This is an optimization exercise on Yosys and OpenROAD, whose aim is a short achievable clock period and few clock cycles, not a production implementation.
Only simulation tests tie the RTL to the original design; equivalence was not proved.
No activity file was given, so power comes from the tool's default toggle rates.

== trial 12 ==
## y86
module y86 (
    input             clk,
    input             rst,
    output            imem_req,
    output     [63:0] imem_addr,
    input             imem_ready,
    input      [79:0] imem_rdata,
    output            dmem_req,
    output            dmem_we,
    output     [63:0] dmem_addr,
    output     [63:0] dmem_wdata,
    input             dmem_ready,
    input      [63:0] dmem_rdata,
    output            halted,
    output     [1:0]  stat,
    output     [63:0] halt_pc,
    input      [3:0]  dbg_raddr,
    output     [63:0] dbg_rdata
);
    localparam STAT_HLT = 2'd1;
    localparam STAT_INS = 2'd2;
    reg [63:0] pc;           
    reg        halt_r;
    reg [1:0]  stat_r;
    reg [63:0] hpc_r;
    reg        zf, sf, of;
    reg [63:0] rf [0:15];
    reg        v1, v2;                   
    reg [1:0]  fun1, fun2;               
    reg        setcc1, setcc2;
    reg        wE1, wE2;
    reg [3:0]  dstE1, dstE2;
    reg [63:0] a1, b1, a2, b2;           
    reg        mv;                       
  ...
==> flow/config.mk <==
export PLATFORM = sky130hd
export DESIGN_NAME = y86
export DESIGN_NICKNAME = y86
export VERILOG_FILES = /design/flow/design.v
export SDC_FILE = /design/flow/constraint.sdc
export NUM_CORES = 8
export LEC_CHECK = 0
export CAP_MARGIN = 20
export CORE_MARGIN = 2
export CORE_UTILIZATION = 30
export PLACE_DENSITY = 0.45
export SLEW_MARGIN = 20
export SYNTH_HIERARCHICAL = 1
==> flow/constraint.sdc <==
create_clock -name core_clock -period 12.0 [get_ports {clk}]
set_input_delay 2.4000 -clock core_clock [delete_from_list [all_inputs] [get_ports {clk}]]
set_output_delay 2.4000 -clock core_clock [all_outputs]
set_load 0.01 [all_outputs]
standard.sh (not shown) runs the stock make flow with config.mk's settings and CLKGATE_MAP_FILE= SYNTH_SCRIPT=/design/flow/synth_recipe.tcl, a recipe that flattens the netlist after the stock synthesis.
==> flow/flow/run.sh <==
#!/bin/bash
# Layout: the standard ORFS flow (standard synthesis unchanged), with
# port buffers that resizing may change to any drive strength, timing repair
# that aims for a shorter period than the clock's, and, after global routing,
# a slew and capacitance repair and antenna diodes placed with a margin
# (flow/antenna.tcl). ORFS's own logs stay under orfs/logs.
set -euo pipefail
here=$(pwd)
bash standard.sh MATCH_CELL_FOOTPRINT=0 \
  "BUFFER_PORTS_ARGS=-buffer_cell sky130_fd_sc_hd__buf_6" \
  SETUP_SLACK_MARGIN=7 \
  POST_GLOBAL_ROUTE_TCL=$here/flow/antenna.tcl \
  MAX_REPAIR_ANTENNAS_ITER_DRT=10 \
  finish > standard_flow.log 2>&1
==> flow/flow/antenna.tcl <==
# After global routing and its timing repair: fix the max slew and max
# capacitance that timing repair may have left (on the global routes, with
# a wide margin), then insert antenna diodes with a wide margin, so that
# detailed routing leaves no antenna violation to fix by routing again.
estimate_parasitics -global_routing
global_route -start_incremental
repair_design -slew_margin 40 -cap_margin 40
detailed_placement
global_route -end_incremental
estimate_parasitics -global_routing
repair_antennas -ratio_margin 50 -iterations 5
check_placement
Testbench counts of trial 12, summed over its fixed seeds: cycles 21,692.
The inputs of trial 61 differ from those of trial 12 as listed below.
--- a/flow/design.v
+++ b/flow/design.v
@@ -107,25 +107,25 @@
     wire       wM1  = mr1 | pp1;
     wire       wEm2 = op2 | rr2 | ir2 | stk2;
     wire [3:0] dE2  = stk2 ? 4'h4 : rB2;
     wire       wM2  = mr2 | pp2;
     wire       uA2  = op2 | rr2 | rm2 | ps2;
     wire       uB2  = op2 | rm2 | mr2;
     wire raw = (wEm1 & ((uA2 & dE1 == rA2) | (uB2 & dE1 == rB2) | (stk2 & dE1 == 4'h4))) |
                (wM1  & ((uA2 & rA1 == rA2) | (uB2 & rA1 == rB2) | (stk2 & rA1 == 4'h4)));
     wire waw = (wEm1 & wEm2 & dE1 == dE2) | (wEm1 & wM2 & dE1 == rA2) |
                (wM1 & wEm2 & rA1 == dE2) | (wM1 & wM2 & rA1 == rA2);
     wire ccd = op1 & (rr2 | jx2) & (fn2 != 4'h0);
     wire iss2n = iss1 & ~cl1 & ~rt1 & fit & ~stop2 & ~raw & ~waw & ~ccd &
-                 ~(mem1 & mem2);
+                 ~(mem1 & mem2) & ~rm2 & ~ps2;
     wire jt1   = iss1 & jx1 & cond1;
     wire jt2   = iss2n & jx2 & cond2;
     wire iss2  = iss2n & ~jt1;
     wire [63:0] hi_inc;
     y86_add64 a_hi (.a({4'd0, base[63:4]}), .b(64'd0), .cin(1'b1), .s(hi_inc));
     wire [63:0] inc [1:11];
     genvar j;
     generate
         for (j = 1; j <= 11; j = j + 1) begin : incs
             wire [4:0] lo = {1'b0, base[3:0]} + j;
             assign inc[j] = {lo[4] ? hi_inc[59:0] : base[63:4], lo[3:0]};
         end
@@ -159,26 +159,26 @@
     y86_rdmux rd_a1 (.regs(rf_all), .sel(rA1), .out(rfA1));
     y86_rdmux rd_b1 (.regs(rf_all), .sel(rB1), .out(rfB1));
     y86_rdmux rd_a2 (.regs(rf_all), .sel(rA2), .out(rfA2));
     y86_rdmux rd_b2 (.regs(rf_all), .sel(rB2), .out(rfB2));
     wire [63:0] rdA1 = fwd(rA1, rfA1);
     wire [63:0] rdB1 = fwd(rB1, rfB1);
     wire [63:0] rdA2 = fwd(rA2, rfA2);
     wire [63:0] rdB2 = fwd(rB2, rfB2);
     wire [63:0] rdSP = fwd(4'h4, rf[4]);
     wire [63:0] m8 = 64'hffff_ffff_ffff_fff8;
     wire [63:0] a1_n = (op1 | rr1) ? rdA1 : ir1 ? valC1 : (cl1 | ps1) ? m8 : 64'd8;
     wire [63:0] b1_n = (op1 | rm1 | mr1) ? rdB1 : stk1 ? rdSP : 64'd0;
-    wire [63:0] a2_n = (op2 | rr2) ? rdA2 : ir2 ? valC2 : (cl2 | ps2) ? m8 : 64'd8;
-    wire [63:0] b2_n = (op2 | rm2 | mr2) ? rdB2 : stk2 ? rdSP : 64'd0;
+    wire [63:0] a2_n = (op2 | rr2) ? rdA2 : ir2 ? valC2 : cl2 ? m8 : 64'd8;
+    wire [63:0] b2_n = (op2 | mr2) ? rdB2 : stk2 ? rdSP : 64'd0;
     always @(posedge clk) begin
         if (rst) begin
             pc     <= 64'd0;
             halt_r <= 1'b0;
             stat_r <= 2'd0;
             v1     <= 1'b0;
             v2     <= 1'b0;
             mv     <= 1'b0;
             zf     <= 1'b1;
             sf     <= 1'b0;
             of     <= 1'b0;
         end else begin
@@ -227,36 +227,36 @@
             fun2   <= op2 ? fn2[1:0] : 2'd0;
             setcc2 <= op2;
             wE2    <= op2 | (rr2 & cond2) | ir2 | stk2;
             dstE2  <= dE2;
             if (mem1) begin
                 m_rd   <= mr1 | rt1 | pp1;
                 m_wr   <= rm1 | cl1 | ps1;
                 m_ret  <= rt1;
                 m_wM   <= wM1;
                 m_dstM <= rA1;
             end else begin
                 m_rd   <= mr2 | rt2 | pp2;
-                m_wr   <= rm2 | cl2 | ps2;
+                m_wr   <= cl2;
                 m_ret  <= rt2;
                 m_wM   <= wM2;
                 m_dstM <= rA2;
             end
         end
         if (!stall)
-            m_d <= mem1 ? (cl1 ? ret1 : rdA1) : (cl2 ? ret2 : rdA2);
+            m_d <= mem1 ? (cl1 ? ret1 : rdA1) : ret2;
     end
     wire [63:0] m_b_n   = mem1 ? b1_n : b2_n;
     wire [63:0] m_off_n = mem1 ? ((rm1 | mr1) ? valC1 : (cl1 | ps1) ? m8 : 64'd0) :
-                                 ((rm2 | mr2) ? valC2 : (cl2 | ps2) ? m8 : 64'd0);
+                                 (mr2 ? valC2 : cl2 ? m8 : 64'd0);
     always @(posedge clk) begin
         if (rst) begin
             a1    <= 64'd0;
             b1    <= 64'd0;
             a2    <= 64'd0;
             b2    <= 64'd0;
             m_b   <= 64'd0;
             m_off <= 64'd0;
         end else if (!stall) begin
             a1    <= a1_n;
             b1    <= b1_n;
             a2    <= a2_n;
@@ -376,14 +376,41 @@
                     assign P[k+1][i] = P[k][i];
                 end
             end
         end
     endgenerate
     assign s = p ^ {G[6][62:0], cin};
 endmodule
 module y86_rdmux (
     input  [1023:0] regs,
     input  [3:0]    sel,
     output [63:0]   out
 );
-    assign out = regs[64 * sel +: 64];
+    wire [15:0] oh;
+    y86_dec16 dec (.sel(sel), .oh(oh));
+    y86_ohmux mux (.regs(regs), .oh(oh), .out(out));
+endmodule
+module y86_dec16 (
+    input  [3:0]  sel,
+    output [15:0] oh
+);
+    genvar i;
+    generate
+        for (i = 0; i < 16; i = i + 1) begin : d
+            assign oh[i] = (sel == i);
+        end
+    endgenerate
+endmodule
+module y86_ohmux (
+    input  [1023:0] regs,
+    input  [15:0]   oh,
+    output [63:0]   out
+);
+    reg [63:0] o;
+    integer i;
+    always @(*) begin
+        o = 64'd0;
+        for (i = 0; i < 16; i = i + 1)
+            o = o | ({64{oh[i]}} & regs[64 * i +: 64]);
+    end
+    assign out = o;
 endmodule
==> results.txt <==
- Run status, trial 61: aborted in global routing (5_1_grt), error GRT-0232
- Of trial 61 and trial 12, trial 61 shows the higher post-cts resize count, with trial 12 below it.
- Trial 61 vs trial 12 — CTS buffer count dropped slightly
- Floorplan row count (trial 61 vs. trial 12) decreases by a few percent
- For the pre-CTS setup slack, trial 61 came in 0.61 ns higher than trial 12 did.
- Cmp trial 61 vs trial 12: post-CTS repair timing setup buffer count higher in trial 61
- Post-DP HPWL grows by more than 10% when moving from trial 12 to trial 61.
- Between trial 61 and trial 12, it is trial 61 whose post-placement cell area is lower, by 5.6%.
- Starting density of the core: trial 12 vs trial 61, no meaningful difference
Testbench counts of trial 61, summed over its fixed seeds: cycles 21,951.

========
== job 101 ==
y86, a different RTL version from the one above (not shown whole).
For scale: roughly 19000 cells after synthesis, about 480 I/O pins, ~170000 sq um of cells after synthesis.
clock: 12.0 ns
lec_check: 0
cap_margin: 20
core_margin: 2
core_utilization: 30
place_density: 0.45
slew_margin: 20
synth_hierarchical: 1
Scripts as last shown in full above: flow/flow/run.sh, flow/flow/antenna.tcl
Testbench counts of job 101, summed over its fixed seeds: cycles 21,951.
Input changes introduced in job 102 (baseline for comparison: job 101):
--- a/flow/design.v
+++ b/flow/design.v
@@ -198,49 +198,77 @@
                 if (any1 & stop1) begin
                     halt_r <= 1'b1;
                     stat_r <= valid1 ? STAT_HLT : STAT_INS;
                     hpc_r  <= base;
                 end
                 pc <= jt1 ? valC1 : jt2 ? valC2 : pc_n0;
             end
         end
-        if (!stall) begin
+    end
+    always @(posedge clk) begin
+        if (rst) begin
+            fun1   <= 2'd0;
+            setcc1 <= 1'b0;
+            wE1    <= 1'b0;
+            dstE1  <= 4'd0;
+            fun2   <= 2'd0;
+            setcc2 <= 1'b0;
+            wE2    <= 1'b0;
+            dstE2  <= 4'd0;
+            m_rd   <= 1'b0;
+            m_wr   <= 1'b0;
+            m_ret  <= 1'b0;
+            m_wM   <= 1'b0;
+            m_dstM <= 4'd0;
+        end else if (!stall) begin
             fun1   <= op1 ? fn1[1:0] : 2'd0;
             setcc1 <= op1;
             wE1    <= op1 | (rr1 & cond1) | ir1 | stk1;
             dstE1  <= dE1;
-            a1     <= a1_n;
-            b1     <= b1_n;
             fun2   <= op2 ? fn2[1:0] : 2'd0;
             setcc2 <= op2;
             wE2    <= op2 | (rr2 & cond2) | ir2 | stk2;
             dstE2  <= dE2;
-            a2     <= a2_n;
-            b2     <= b2_n;
             if (mem1) begin
                 m_rd   <= mr1 | rt1 | pp1;
                 m_wr   <= rm1 | cl1 | ps1;
                 m_ret  <= rt1;
                 m_wM   <= wM1;
                 m_dstM <= rA1;
-                m_b    <= b1_n;
-                m_off  <= (rm1 | mr1) ? valC1 : (cl1 | ps1) ? m8 : 64'd0;
-                m_d    <= cl1 ? ret1 : rdA1;
             end else begin
                 m_rd   <= mr2 | rt2 | pp2;
                 m_wr   <= cl2;
                 m_ret  <= rt2;
                 m_wM   <= wM2;
                 m_dstM <= rA2;
-                m_b    <= b2_n;
-                m_off  <= mr2 ? valC2 : cl2 ? m8 : 64'd0;
-                m_d    <= ret2;
             end
         end
+        if (!stall)
+            m_d <= mem1 ? (cl1 ? ret1 : rdA1) : ret2;
+    end
+    wire [63:0] m_b_n   = mem1 ? b1_n : b2_n;
+    wire [63:0] m_off_n = mem1 ? ((rm1 | mr1) ? valC1 : (cl1 | ps1) ? m8 : 64'd0) :
+                                 (mr2 ? valC2 : cl2 ? m8 : 64'd0);
+    always @(posedge clk) begin
+        if (rst) begin
+            a1    <= 64'd0;
+            b1    <= 64'd0;
+            a2    <= 64'd0;
+            b2    <= 64'd0;
+            m_b   <= 64'd0;
+            m_off <= 64'd0;
+        end else if (!stall) begin
+            a1    <= a1_n;
+            b1    <= b1_n;
+            a2    <= a2_n;
+            b2    <= b2_n;
+            m_b   <= m_b_n;
+            m_off <= m_off_n;
+        end
     end
     integer i;
     always @(posedge clk) begin
         if (rst) begin
             for (i = 0; i < 16; i = i + 1)
                 rf[i] <= 64'd0;
         end else begin
             for (i = 0; i < 16; i = i + 1) begin
--- outcome ---
Job 102 has post-place instance area below what job 101 had.
Share of power burned in the clock network: lower on job 101
Sequential share of layout area, job 102 and job 101, higher one = job 101.
Compared with job 101, job 102 has extra setup slack.
Compared with job 101, job 102 shows area after synthesis that has gone down slightly.
For the final cell count, job 102 came in 371 higher than job 101 did.
Global-route wire length before repair came out lower on job 102 than on job 101.
NOTE: transition at the pin with the smallest max-transition slack in job 102 falls short of that of job 101
| final critical-path required period | higher: job 101 |
For job 101, the timing endpoint of the critical path was dmem_addr[60], unlike job 102, where it was dbg_rdata[11].
Looking at mean instance size in the synthesized netlist across job 102 and job 101, the one that comes out lower is job 102.
Row initial antenna violation count: job 102 lower / job 101 higher
The run showing the smaller sum of routed wire length over all layers is job 101.
| synthesized instance count | higher: job 102 |
Testbench counts of job 102, summed over its fixed seeds: cycles 21,951.

what the ideal ports hide:
No port has a modelled driver above. Below, the same layouts with a new extraction and two added sets of constraints.
Step 1 assumes that a clkbuf_16 drives the clock port and a buf_2 every other input.
Step 2 moves the port delays by t, midway between the first and last clock arrival at a register: inputs arrive t later, outputs are due t later. That takes back most of the time a late clock gives input paths.
Three values: ideal, step 1, step 2; two values: the first two.
run	t (ns)	setup WS [ns]	worst setup path at the end	slew at the worst register clock pin (ns)	worst slew at a driven data input, ns
trial 12	1.186	5.054 / 4.660 / 4.323	input to register	0.08 / 0.08	0.82
job 101	1.189	4.726 / 4.544 / 4.267	input to register	0.08 / 0.08	0.97
job 102	1.181	5.078 / 4.859 / 4.577	input to register	0.08 / 0.08	0.94
After both steps setup and hold are still met in every run listed. For trial 12, which loses most, drivers alone change the setup slack by -0.394 ns; drivers and shift together by -0.731 ns.
